From an optimization exercise on the open Yosys and OpenROAD flow, aimed at small area and a short achievable clock period; shortcuts taken in it are not production practice.
In this exercise RTL edits were held to simulation tests only and were not proved equivalent to the original.
No activity file was given, so power comes from the tool's default toggle rates.

<file path="flow/design.v">
module regfile(clk, reset, wen, wsel, wdata, asel, adata, bsel, bdata);
input clk, reset, wen;
input [3:0] wsel, asel, bsel;
input [15:0] wdata;
output [15:0] adata, bdata;
wire [255:0] all;
wire [15:0] wd = reset ? 16'b0 : wdata;
genvar i;
generate for (i = 0; i < 16; i = i + 1) begin : regs
	reg [15:0] q;
	always @(posedge clk)
		if (reset | (wen & (wsel == i)))
			q <= wd;
	assign all[16*i +: 16] = q;
end endgenerate
wire [15:0] aoh = 16'b1 << asel;
wire [15:0] boh = 16'b1 << bsel;
reg [15:0] aacc, bacc;
integer j;
always @(*) begin
	aacc = 16'b0;
	bacc = 16'b0;
	for (j = 0; j < 16; j = j + 1) begin
		aacc = aacc | (all[16*j +: 16] & {16{aoh[j]}});
		bacc = bacc | (all[16*j +: 16] & {16{boh[j]}});
	end
end
assign adata = aacc;
assign bdata = bacc;
endmodule
module _3710alu(A, B, inst, C);
input [15:0] A, B, inst;
output reg [15:0] C;
wire [3:0] hi = inst[15:12];
wire [3:0] lo = inst[7:4];
wire [7:0] imm = inst[7:0];
wire rform  = (hi == 4'b0000);
wire immadd = (hi == 4'b0101) | (hi == 4'b0111) | (hi == 4'b1011) | (hi == 4'b0110);
wire immsub = (hi == 4'b1001);
wire sub    = immsub | (rform & (lo == 4'b1001));
wire b8     = (hi == 4'b0110) ? 1'b0 : (imm[7] ^ immsub);
wire [15:0] opb = (immadd | immsub) ? {7'b0, b8, imm} : B;
wire [15:0] sum = A + (opb ^ {16{sub}}) + {15'b0, sub};
wire right = lo[0];
wire [15:0] ar, sl, shres;
genvar i;
generate for (i = 0; i < 16; i = i + 1) begin : rev
	assign ar[i] = right ? A[15-i] : A[i];
	assign shres[i] = right ? sl[15-i] : sl[i];
end endgenerate
assign sl = (|B[15:4]) ? 16'b0 : (ar << B[3:0]);
always @(*)
begin
	C = 16'b0;
	if (immadd | immsub)
		C = sum;
	else if (rform)
		case (lo)
		4'b0101, 4'b0110, 4'b0111, 4'b0100, 4'b1001: C = sum;
		4'b0001: C = A & B;
		4'b0010: C = A | B;
		4'b0011: C = A ^ B;
		4'b1111: C = ~A;
		default: C = 16'b0;
		endcase
	else if (hi == 4'b1000 && (lo == 4'b0100 || lo == 4'b1111))
		C = shres;
end
endmodule
module FSM (clk, reset, rdata, state, addr_r, we);
input clk, reset;
input [15:0] rdata;
output reg [3:0] state;
output reg addr_r, we;
localparam RST   = 4'd0,  FIRST = 4'd1,  R1   = 4'd2,  R2   = 4'd3,
           L1    = 4'd4,  L2    = 4'd5,  J1   = 4'd6,  J2   = 4'd7,
           S1    = 4'd8,  S1I   = 4'd9,  S2   = 4'd10, WB   = 4'd11,
           JAL1  = 4'd12, JAL2  = 4'd13, JAL3 = 4'd14;
reg [3:0] nstate;
always @(*)
begin
	if (reset)
		nstate = RST;
	else
		case (state)
		RST, WB: nstate = FIRST;
		FIRST:
			if (rdata[15:12] == 4'b0100)
				case (rdata[7:4])
				4'b0000: nstate = L1;
				4'b0100: nstate = S1;
				4'b1100: nstate = J1;
				4'b1000: nstate = JAL1;
				default: nstate = FIRST;
				endcase
			else
				nstate = R1;
		R1:    nstate = R2;
		R2:    nstate = WB;
		S1:    nstate = S1I;
		S1I:   nstate = S2;
		S2:    nstate = RST;
		L1:    nstate = L2;
		L2:    nstate = RST;
		J1:    nstate = J2;
		J2:    nstate = FIRST;
		JAL1:  nstate = JAL2;
		JAL2:  nstate = JAL3;
		JAL3:  nstate = FIRST;
		default: nstate = RST;
		endcase
end
always @(posedge clk)
begin
	state  <= nstate;
	addr_r <= (nstate == S1) | (nstate == S1I) | (nstate == L1);
	we     <= (nstate == S1) | (nstate == S1I);
end
endmodule
module cpuDatapath(clk, reset, uart, mem_rdata, mem_addr, mem_wdata, mem_we);
input clk, reset;
input [7:0] uart;
input [15:0] mem_rdata;
output [15:0] mem_addr;
output [15:0] mem_wdata;
output mem_we;
localparam RST   = 4'd0,  FIRST = 4'd1,  R1   = 4'd2,  R2   = 4'd3,
           L1    = 4'd4,  L2    = 4'd5,  J1   = 4'd6,  J2   = 4'd7,
           S1    = 4'd8,  S1I   = 4'd9,  S2   = 4'd10, WB   = 4'd11,
           JAL1  = 4'd12, JAL2  = 4'd13, JAL3 = 4'd14;
wire [3:0] state;
wire addr_r;
reg [15:0] pc, p2;
reg [3:0] dreg;
wire [15:0] ra, rb, alu;
FSM mainFsm(.clk(clk), .reset(reset), .rdata(mem_rdata), .state(state),
	.addr_r(addr_r), .we(mem_we));
wire st_wb   = (state == WB);
wire st_jal1 = (state == JAL1);
wire pc_en   = (state == R2) | (state == S2) | (state == L2) | (state == J1) |
               st_jal1 | (state == JAL2);
wire wen     = st_wb | (state == L2) | st_jal1;
wire [3:0] wsel = st_jal1 ? 4'b1111 : dreg;
regfile reg_bank(.clk(clk), .reset(reset), .wen(wen), .wsel(wsel),
	.wdata(st_wb ? p2 : mem_rdata),
	.asel(mem_rdata[11:8]), .adata(ra), .bsel(mem_rdata[3:0]), .bdata(rb));
_3710alu alu0(.A(ra), .B(rb), .inst(mem_rdata), .C(alu));
always @(posedge clk)
begin
	dreg <= mem_rdata[11:8];
	p2 <= alu;
	if (pc_en)
		pc <= (state == J1) ? rb : pc + 16'd1;
	else if (reset)
		pc <= 16'b0;
end
assign mem_addr  = addr_r ? rb : pc;
assign mem_wdata = {8'b0, uart};
endmodule
</file>
<file path="flow/flow/run.sh">
#!/bin/bash
set -e
rm -rf scripts_mod
cp -r "$FLOW_HOME/scripts" scripts_mod
cp flow/abc_map.script scripts_mod/abc_speed.script
export BUFFER_PORTS_ARGS="-buffer_cell sky130_fd_sc_hd__buf_1"
export PLACE_PINS_ARGS=" -group_pins {uart[0] mem_wdata[0]} -group_pins {uart[1] mem_wdata[1]} -group_pins {uart[2] mem_wdata[2]} -group_pins {uart[3] mem_wdata[3]} -group_pins {uart[4] mem_wdata[4]} -group_pins {uart[5] mem_wdata[5]} -group_pins {uart[6] mem_wdata[6]} -group_pins {uart[7] mem_wdata[7]}"
export CTS_ARGS="-sink_clustering_enable -repair_clock_nets -dont_use_dummy_load -buf_list sky130_fd_sc_hd__clkbuf_8 -sink_clustering_size 16 -sink_clustering_max_diameter 80"
bash standard.sh SCRIPTS_DIR="$PWD/scripts_mod" SETUP_SLACK_MARGIN=4.5 finish > standard.log 2>&1
</file>
<file path="flow/config.mk">
export PLATFORM = sky130hd
export DESIGN_NAME = cpuDatapath
export DESIGN_NICKNAME = cpuDatapath
export VERILOG_FILES = /design/flow/design.v
export SDC_FILE = /design/flow/constraint.sdc
export NUM_CORES = 4
export LEC_CHECK = 0
export CAP_MARGIN = 20
export CORE_MARGIN = 2
export CORE_UTILIZATION = 65
export PLACE_DENSITY = 0.75
export SLEW_MARGIN = 20
</file>
<file path="flow/standard.sh">
#!/bin/bash
# synth_recipe.tcl (not shown) runs the flow's synth.tcl, then flattens the netlist and writes it again
# the make line also repeats each setting of config.mk as NAME=value (left out here)
make -C /OpenROAD-flow-scripts/flow DESIGN_CONFIG=/design/flow/config.mk WORK_HOME=/design/flow/orfs CLKGATE_MAP_FILE= SYNTH_SCRIPT=/design/flow/synth_recipe.tcl "${@:-finish}"
</file>
<file path="flow/constraint.sdc">
create_clock -name core_clock -period 10.0 [get_ports {clk}]
set_input_delay 2.0000 -clock core_clock [delete_from_list [all_inputs] [get_ports {clk}]]
set_output_delay 2.0000 -clock core_clock [all_outputs]
set_load 0.01 [all_outputs]
</file>
<file path="flow/flow/abc_map.script">
&get -n
&st
&dch
&nf -R 1000 -p
&put
buffer -c
topo
stime -c
upsize -c
dnsize -c
</file>
==> impl_metrics.json, run 1 <==
{
  "status": "timing/DRC/antenna clean",
  "synth_top_family_by_area": "compound AO/OA/AOI/OAI gates",
  "clockRootBuffer": "clkbuf_8",
  "rows": 57,
  "min_path_type": "reg2reg",
  "yosysUniqueCellTypes": 69,
  "clock_path_buffers": 3,
  "cts_tree": "done",
  "fin_crit_sh": 0.667,
  "route.detailed.drc": 0,
  "rr_startpoint": "reg_bank.regs[0].q[0]",
  "worstMarginPinSlew_ps": 1110,
  "whs_endpoint": "mainFsm.state[2]",
  "end_kind": "output port",
  "finalHoldViolCount": 0,
  "antenna_found_initial": 0,
  "synth-edff-count": 272,
  "min_path_cells": 2,
  "synth-xor-area-share": 0.0235,
  "drive_above_1_share": 0.220,
  "reg2reg_slack_ps": 4930,
  "final-setup-viol-count": 0,
  "core_area_mm2": 0.0242,
  "fin_skew_ps": 28.4,
  "p_per_area_mw_per_mm2": 164,
  "worstPathMaxFanout": 5,
  "grt_pass1_wl_um": 80000,
  "drt-initial-drc-count": 3086,
  "synthAdderAreaFrac": 0.0380,
  "cpMostUsedCell": "buf_6",
  "drtPass1Iterations": 10,
  "cp.arrival_ps": 4670,
  "start_util": 0.660,
  "dp_hpwl_um": 35100,
  "track_usage": 0.418,
  "synth-simple-area-share": 0.132,
  "synth_cells": 1466,
  "leakage_uw": 0.00699,
  "critPathMaxStageDelay_ps": 310,
  "cp_cell_sequence": "buf_6, buf_8, nor2b_4, nor3b_4, buf_4, buf_6, buf_6, buf_6, a222oi_1, nand3_1, a221oi_2, nand2_1, a221oi_2, nand4_1, inv_2, a21oi_2, buf_1",
  "yosysTopAreaCell": "edfxtp_1",
  "ys.warnings.count": 4,
  "synth_compound_area_frac": 0.201,
  "cts.htree.levels": 1,
  "vias_per_cell": 7.48,
  "cp_num_buf_inv": 8,
  "synthTopCellsByCount": "edfxtp_1, nor2_1, nand2_1",
  "worst_ir_drop_vdd_mv": 0.161,
  "die-area_mm2": 0.0259,
  "layout.nets": 1642,
  "wire_per_inst_um": 29.7,
  "max_freq_mhz": 150,
  "p_total_uw": 3040,
  "crit_family": "buffers and inverters",
  "synth_ff_type": "edfxtp_1",
  "synth_area_per_cell_um2": 10.9,
  "worstRegToRegCells": 26,
  "critical_path_class": "in2out",
  "ys_ff_latch": 298,
  "cts.sinks": 298,
  "cap_violations": 0,
  "synth_seq_area_share": 0.543,
  "finalMaxSlewViolations": 0,
  "synthMuxAreaShare": 0.0196,
  "path_clk_slew_ps": 110,
  "slew_headroom": 0.259,
  "crit_path_start_kind": "input port",
  "area_growth_pct": 15.6,
  "grt_setup_unrepaired": "yes",
  "netlist.area_leader.share": 0.511,
  "r2r_end": "p2[14]",
  "hp-start": "mainFsm.state[2]",
  "grt_pass1_vias": 12900,
  "tns_ps": 0,
  "clock_latency_ps": 570,
  "drt-total-wl_um": 56100,
  "ant_nets": 0,
  "layout_min_cycle_time_ps": 6670,
  "finalWeightedCongestion": 0.993,
  "syn-cell-area_mm2": 0.0160,
  "n_antenna_cell": 0,
  "async_reset_ff_frac": 0,
  "port_buffers": 34,
  "dieWidth_um": 161,
  "grt_max_degree": 67,
  "vias": 14100,
  "fin_hold_ws_ps": 682,
  "worst-endpoint-required_ps": 8000,
  "synth_most_common_cell": "edfxtp_1",
  "synthTopCellsByArea": "edfxtp_1, a222oi_1, ha_1",
  "cp_slowest_cell": "a222oi_1",
  "cts_buffers": 23,
  "ios": 59,
  "gr-total-overflow": 0,
  "die_height_um": 161
}
## repair_timing
action	CTS	global route
hold buffers	0	0
setup buffers	80	26
cloned	0	0
hold endpoints to repair	0	0
setup endpoints to repair	32	32
resized for setup	123	44
pin swaps	79	46
## per-stage QoR
stage	util	std cells	cell area, um2	worst slack [ps]
6_report	0.762	1890	18500	3330
5_1_grt	0.762	1890	18500	3250
4_1_cts	0.747	1863	18100	3430
2_1_floorplan	-	1473	16300	3660
3_3_place_gp	0.690	1760	16700	2110
3_5_place_dp	0.690	1760	16700	2000
## cell usage in the layout, fill, tap and decap left out, types with 16 or more instances in the layout
master,instances
a21oi_1,64
nor2_1,141
a21oi_2,20
a222oi_1,89
clkbuf_8,23
nand2_1,120
nand3_1,31
a22oi_1,66
dfxtp_1,26
o21ai_0,51
nand4_1,38
buf_4,118
buf_1,16
edfxtp_1,272
inv_1,35
mux2i_1,23
ha_1,45
xnor2_1,25
a221oi_1,19
nor3_1,27
buf_6,33
## worst max-delay path by stage
stage | slack [ps] | end | cells after the start | startpoint
2_1_floorplan | 3660 | mem_addr[0] | 12 | mem_rdata[1]
3_3_place_gp | 2110 | p2[14] | 26 | mem_rdata[3]
3_5_place_dp | 2000 | p2[14] | 26 | mem_rdata[3]
4_1_cts | 3430 | mem_addr[0] | 14 | mem_rdata[0]
5_1_grt | 3250 | mem_addr[3] | 17 | mem_rdata[0]
6_report | 3330 | mem_addr[3] | 17 | mem_rdata[0]
## worst min-delay path: cells and delay by family, from the launching register on
family          cells  cell delay (ps)
simple gates        1              130
flops               1              410
compound gates      1              100
## final cells by class
type,instances,area (um2)
Inverter,41,178
Clock buffer,23,317
Multi-Input combinational cell,1015,7370
Fill cell,1594,5760
Sequential cell,298,8690
Timing Repair Buffer,189,1530
Tap cell,324,405
## cells by family after synthesis
| kind of cell | Yosys count |
|---|---|
| AND/OR/NAND/NOR | 454 |
| AO/OA/AOI/OAI | 431 |
| flip-flops | 298 |
| buffers and inverters | 160 |
| adder cells (fa/ha/maj) | 48 |
| XOR/XNOR | 43 |
| multiplexers | 31 |
| other | 1 |
## per-layer routing
| layer | vias up | global-route usage | share of wire |
|---|---|---|---|
| li1 | 5904 | - | - |
| met2 | 1233 | 0.662 | 0.45 |
| met3 | 292 | 0.0938 | 0.13 |
| met5 | - | 0 | 0 |
| met1 | 6717 | 0.525 | 0.34 |
| met4 | 0 | 0.266 | 0.081 |
## sequential cells by signal, summed over array words and instances, names as in the netlist
name / cells
dreg: 4
mainFsm.addr_r: 1
mainFsm.state: 4
mainFsm.we: 1
p2: 16
pc: 16
reg_bank.regs.q: 256
## power breakdown
| group | switching [uW] | total (uW) | internal (uW) |
|---|---|---|---|
| combinational | 555 | 914 | 359 |
| sequential | 69.4 | 1540 | 1480 |
| clock | 375 | 582 | 207 |
| total | 1000 | 3040 | 2040 |
==> run 2: changes to the inputs <==
--- a/flow/design.v
+++ b/flow/design.v
@@ -130,8 +130,7 @@
            JAL1  = 4'd12, JAL2  = 4'd13, JAL3 = 4'd14;
 wire [3:0] state;
 wire addr_r;
-reg [15:0] pc, p2;
-reg [3:0] dreg;
+reg [15:0] pc, p1, p2, ir;
 wire [15:0] ra, rb, alu;
 FSM mainFsm(.clk(clk), .reset(reset), .rdata(mem_rdata), .state(state),
 	.addr_r(addr_r), .we(mem_we));
@@ -140,15 +139,16 @@
 wire pc_en   = (state == R2) | (state == S2) | (state == L2) | (state == J1) |
                st_jal1 | (state == JAL2);
 wire wen     = st_wb | (state == L2) | st_jal1;
-wire [3:0] wsel = st_jal1 ? 4'b1111 : dreg;
+wire [3:0] wsel = st_jal1 ? 4'b1111 : ir[11:8];
 regfile reg_bank(.clk(clk), .reset(reset), .wen(wen), .wsel(wsel),
-	.wdata(st_wb ? p2 : mem_rdata),
+	.wdata(st_wb ? alu : mem_rdata),
 	.asel(mem_rdata[11:8]), .adata(ra), .bsel(mem_rdata[3:0]), .bdata(rb));
-_3710alu alu0(.A(ra), .B(rb), .inst(mem_rdata), .C(alu));
+_3710alu alu0(.A(p1), .B(p2), .inst(ir), .C(alu));
 always @(posedge clk)
 begin
-	dreg <= mem_rdata[11:8];
-	p2 <= alu;
+	ir <= mem_rdata;
+	p1 <= ra;
+	p2 <= rb;
 	if (pc_en)
 		pc <= (state == J1) ? rb : pc + 16'd1;
 	else if (reset)
==> flow/flow/abc_map.script (replaced) <==
&get -n
&st
&dch
&nf -R 20 -p
&put
buffer -c
topo
stime -c
upsize -c
dnsize -c
==> run 2 against run 1 <==
Non-clock buffer count is 76 lower. Worst setup slack improved by 680 ps. Maximum frequency rose by 11%. Flip-flop and latch count rose by 28. Synthesized cell count is 1.7% higher. Register-to-register slack improved by 30 ps. Critical path depth is 7 lower. Global-route usage is 2.5 points lower. First-iteration DRC count decreased by 21%. Clock power rose by 6.5%. Clock-buffer cell count up 1. Critical path type unchanged.
==> impl_metrics.json, run 2 <==
{
  "grt_max_degree": 42,
  "end_kind": "output port",
  "rows": 58,
  "yosysTopAreaCell": "edfxtp_1",
  "dieWidth_um": 165,
  "synth_most_common_cell": "edfxtp_1",
  "cap_violations": 0,
  "grt_setup_unrepaired": "yes",
  "port_buffers": 34,
  "hp-start": "reg_bank.regs[14].q[9]",
  "rr_startpoint": "ir[4]",
  "yosysUniqueCellTypes": 69,
  "final_cell_mix": "edfxtp_1, nand2_1, nor2_1, a21oi_1, a222oi_1",
  "worst-endpoint-required_ps": 8000,
  "finalHoldViolCount": 0,
  "fin_skew_ps": 107,
  "worst_ir_drop_vdd_mv": 0.179,
  "layout_min_cycle_time_ps": 5990,
  "dp_cells": 1791,
  "die-area_mm2": 0.0272,
  "cp_slowest_cell": "mux2_4",
  "grt_pass1_wl_um": 78600,
  "grt_pass1_vias": 13000,
  "max_freq_mhz": 167,
  "r2r_end": "reg_bank.regs[1].q[14]",
  "drt-initial-drc-count": 2435,
  "cts_buffers": 24,
  "finalMaxSlewViolations": 0,
  "async_reset_ff_frac": 0,
  "status": "timing/DRC/antenna clean",
  "reg2reg_slack_ps": 4960,
  "worstRegToRegCells": 16,
  "fin_hold_ws_ps": 528,
  "cts.htree.levels": 1,
  "cp_num_buf_inv": 3,
  "worstMarginPinSlew_ps": 1250,
  "cp.arrival_ps": 3990,
  "holdBufCountCts": 0,
  "cts_tree": "done",
  "path_clk_slew_ps": 100,
  "gr-total-overflow": 0,
  "synthTopCellsByArea": "edfxtp_1, dfxtp_1, a222oi_1",
  "layout_commonest_cell": "edfxtp_1",
  "ios": 59,
  "clock_path_buffers": 3,
  "antenna_found_initial": 1,
  "crit_family": "simple AND/OR/NAND/NOR gates",
  "ys_ff_latch": 326,
  "min_path_type": "reg2reg",
  "p_per_area_mw_per_mm2": 164,
  "clockRootBuffer": "clkbuf_8",
  "synth_ff_type": "edfxtp_1",
  "largest_reg_flops": 256,
  "vias": 13700,
  "synth_area_per_cell_um2": 11.3,
  "fin_crit_sh": 0.599,
  "stdcell_count": 1855,
  "core_area_mm2": 0.0253,
  "clock_latency_ps": 640,
  "dp_hpwl_um": 35300,
  "finalWeightedCongestion": 0.975,
  "synth-edff-count": 272,
  "netlist.area_leader.share": 0.486,
  "crit_path_start_kind": "input port",
  "critPathMaxStageDelay_ps": 340,
  "drive_above_1_share": 0.161,
  "synth_seq_area_share": 0.550,
  "min_path_cells": 1,
  "max_flop_register": "reg_bank.regs.q",
  "track_usage": 0.393,
  "drtPass1Iterations": 10,
  "slew_headroom": 0.153,
  "whs_endpoint": "p1[9]",
  "vias_per_cell": 7.38,
  "area_growth_pct": 10.1,
  "route.detailed.drc": 0,
  "start_util": 0.666,
  "worstPathMaxFanout": 5,
  "cp_cell_sequence": "buf_12, nor2b_4, nor3b_4, buf_6, a222oi_1, nand4_1, a221oi_2, nand3_2, mux2_4, buf_6",
  "synth_cells": 1491,
  "final-setup-viol-count": 0,
  "cts.sinks": 326,
  "ant_nets": 0,
  "drt-total-wl_um": 53500,
  "die_height_um": 165,
  "wire_per_inst_um": 28.9,
  "tns_ps": 0,
  "leakage_uw": 0.00690,
  "cpMostUsedCell": "buf_6",
  "syn-cell-area_mm2": 0.0168,
  "ys.warnings.count": 4,
  "critical_path_class": "in2out",
  "layout.nets": 1602,
  "synthTopCellsByCount": "edfxtp_1, nand2_1, nor2_1"
}
==> run 2: through the flow <==
stage               worst slack, ps   util  instance area [um2]  total power (uW)
floorplan                      4470      -                16900              2150
global placement               3260  0.689                17400              2350
detailed placement             3270  0.689                17400              2370
CTS                            4070  0.728                18400              3000
global route                   3940  0.733                18500              3140
finish                         4010  0.733                18500              3030
==> run 2: worst max path at each step <==
stage                       from      endpoint  slack (ps)  cells past startpoint
floorplan           mem_rdata[1]  mem_addr[13]        4470                      7
global placement    mem_rdata[0]   mem_addr[0]        3260                     10
detailed placement  mem_rdata[0]   mem_addr[0]        3270                     10
CTS                 mem_rdata[1]   mem_addr[0]        4070                     10
global route        mem_rdata[1]   mem_addr[6]        3940                     11
finish              mem_rdata[1]   mem_addr[0]        4010                     10
==> run 2: where the power goes <==
| part | internal, uW | leakage [uW] | switching, uW |
|---|---|---|---|
| Sequential | 1590 | 0.00323 | 131 |
| Clock | 215 | 0.000173 | 405 |
| Combinational | 268 | 0.00350 | 419 |
| Total | 2080 | 0.00690 | 955 |
==> run 2: kinds of logic after synthesis <==
family | Yosys count | share of synthesized area
buffers and inverters | 163 | 0.0402
flip-flops | 326 | 0.550
multiplexers | 35 | 0.0287
AND/OR/NAND/NOR | 430 | 0.123
AO/OA/AOI/OAI | 446 | 0.199
adder cells (fa/ha/maj) | 50 | 0.0377
XOR/XNOR | 40 | 0.0208
other | 1 | 0.000223
==> run 2: timing repair <==
| item | 4_1_cts | 5_1_grt |
|---|---|---|
| pin swaps | 40 | 26 |
| resized for setup | 111 | 19 |
| cloned | 3 | 0 |
| setup endpoints to repair | 32 | 48 |
| setup buffers | 31 | 2 |
==> run 2: area by class of cell <==
cell class / instances / area [um2]
flip-flops and latches: 326 / 9250
repair buffers: 113 / 918
well taps: 330 / 413
inverters: 52 / 199
fillers: 1747 / 6740
multi-input cells: 1009 / 7400
clock buffers: 24 / 330
diodes: 1 / 2.50
==> run 2: metal layers <==
metal / part of all wire / track usage / vias up
li1: - / - / 5915
met1: 0.35 / 0.503 / 6512
met2: 0.47 / 0.648 / 1048
met3: 0.12 / 0.0698 / 208
met4: 0.058 / 0.199 / 0
met5: 0 / 0 / -

==> re-timing with driven ports <==
In the flow no input, the clock included, has a driving cell. The finished layouts below were timed again as built, in two steps.
Step 1: set_driving_cell puts a clkbuf_16 on clk and a buf_2 on each other input, an assumption about the parent block.
Step 2 also shifts input and output timing later by t, the mid clock arrival at the registers, as if the neighbouring blocks saw the same clock.
Slacks: ideal ports / drivers / drivers and shift; pairs: ideal ports / drivers.
| run | t, ns | slack for setup (ns) | hold slack, ns | clock arrival spread, ns |
|---|---|---|---|---|
| run 1 | 0.604 | 3.327 / 3.288 / 2.878 | 0.682 / 0.682 / 0.682 | 0.029 / 0.028 |
| run 2 | 0.631 | 4.009 / 3.942 / 3.942 | 0.528 / 0.528 / 0.528 | 0.108 / 0.108 |
After both steps every run listed still meets setup and hold. The setup slack of run 1, which loses most, moves by -0.039 ns with the drivers and by -0.449 ns with both steps.
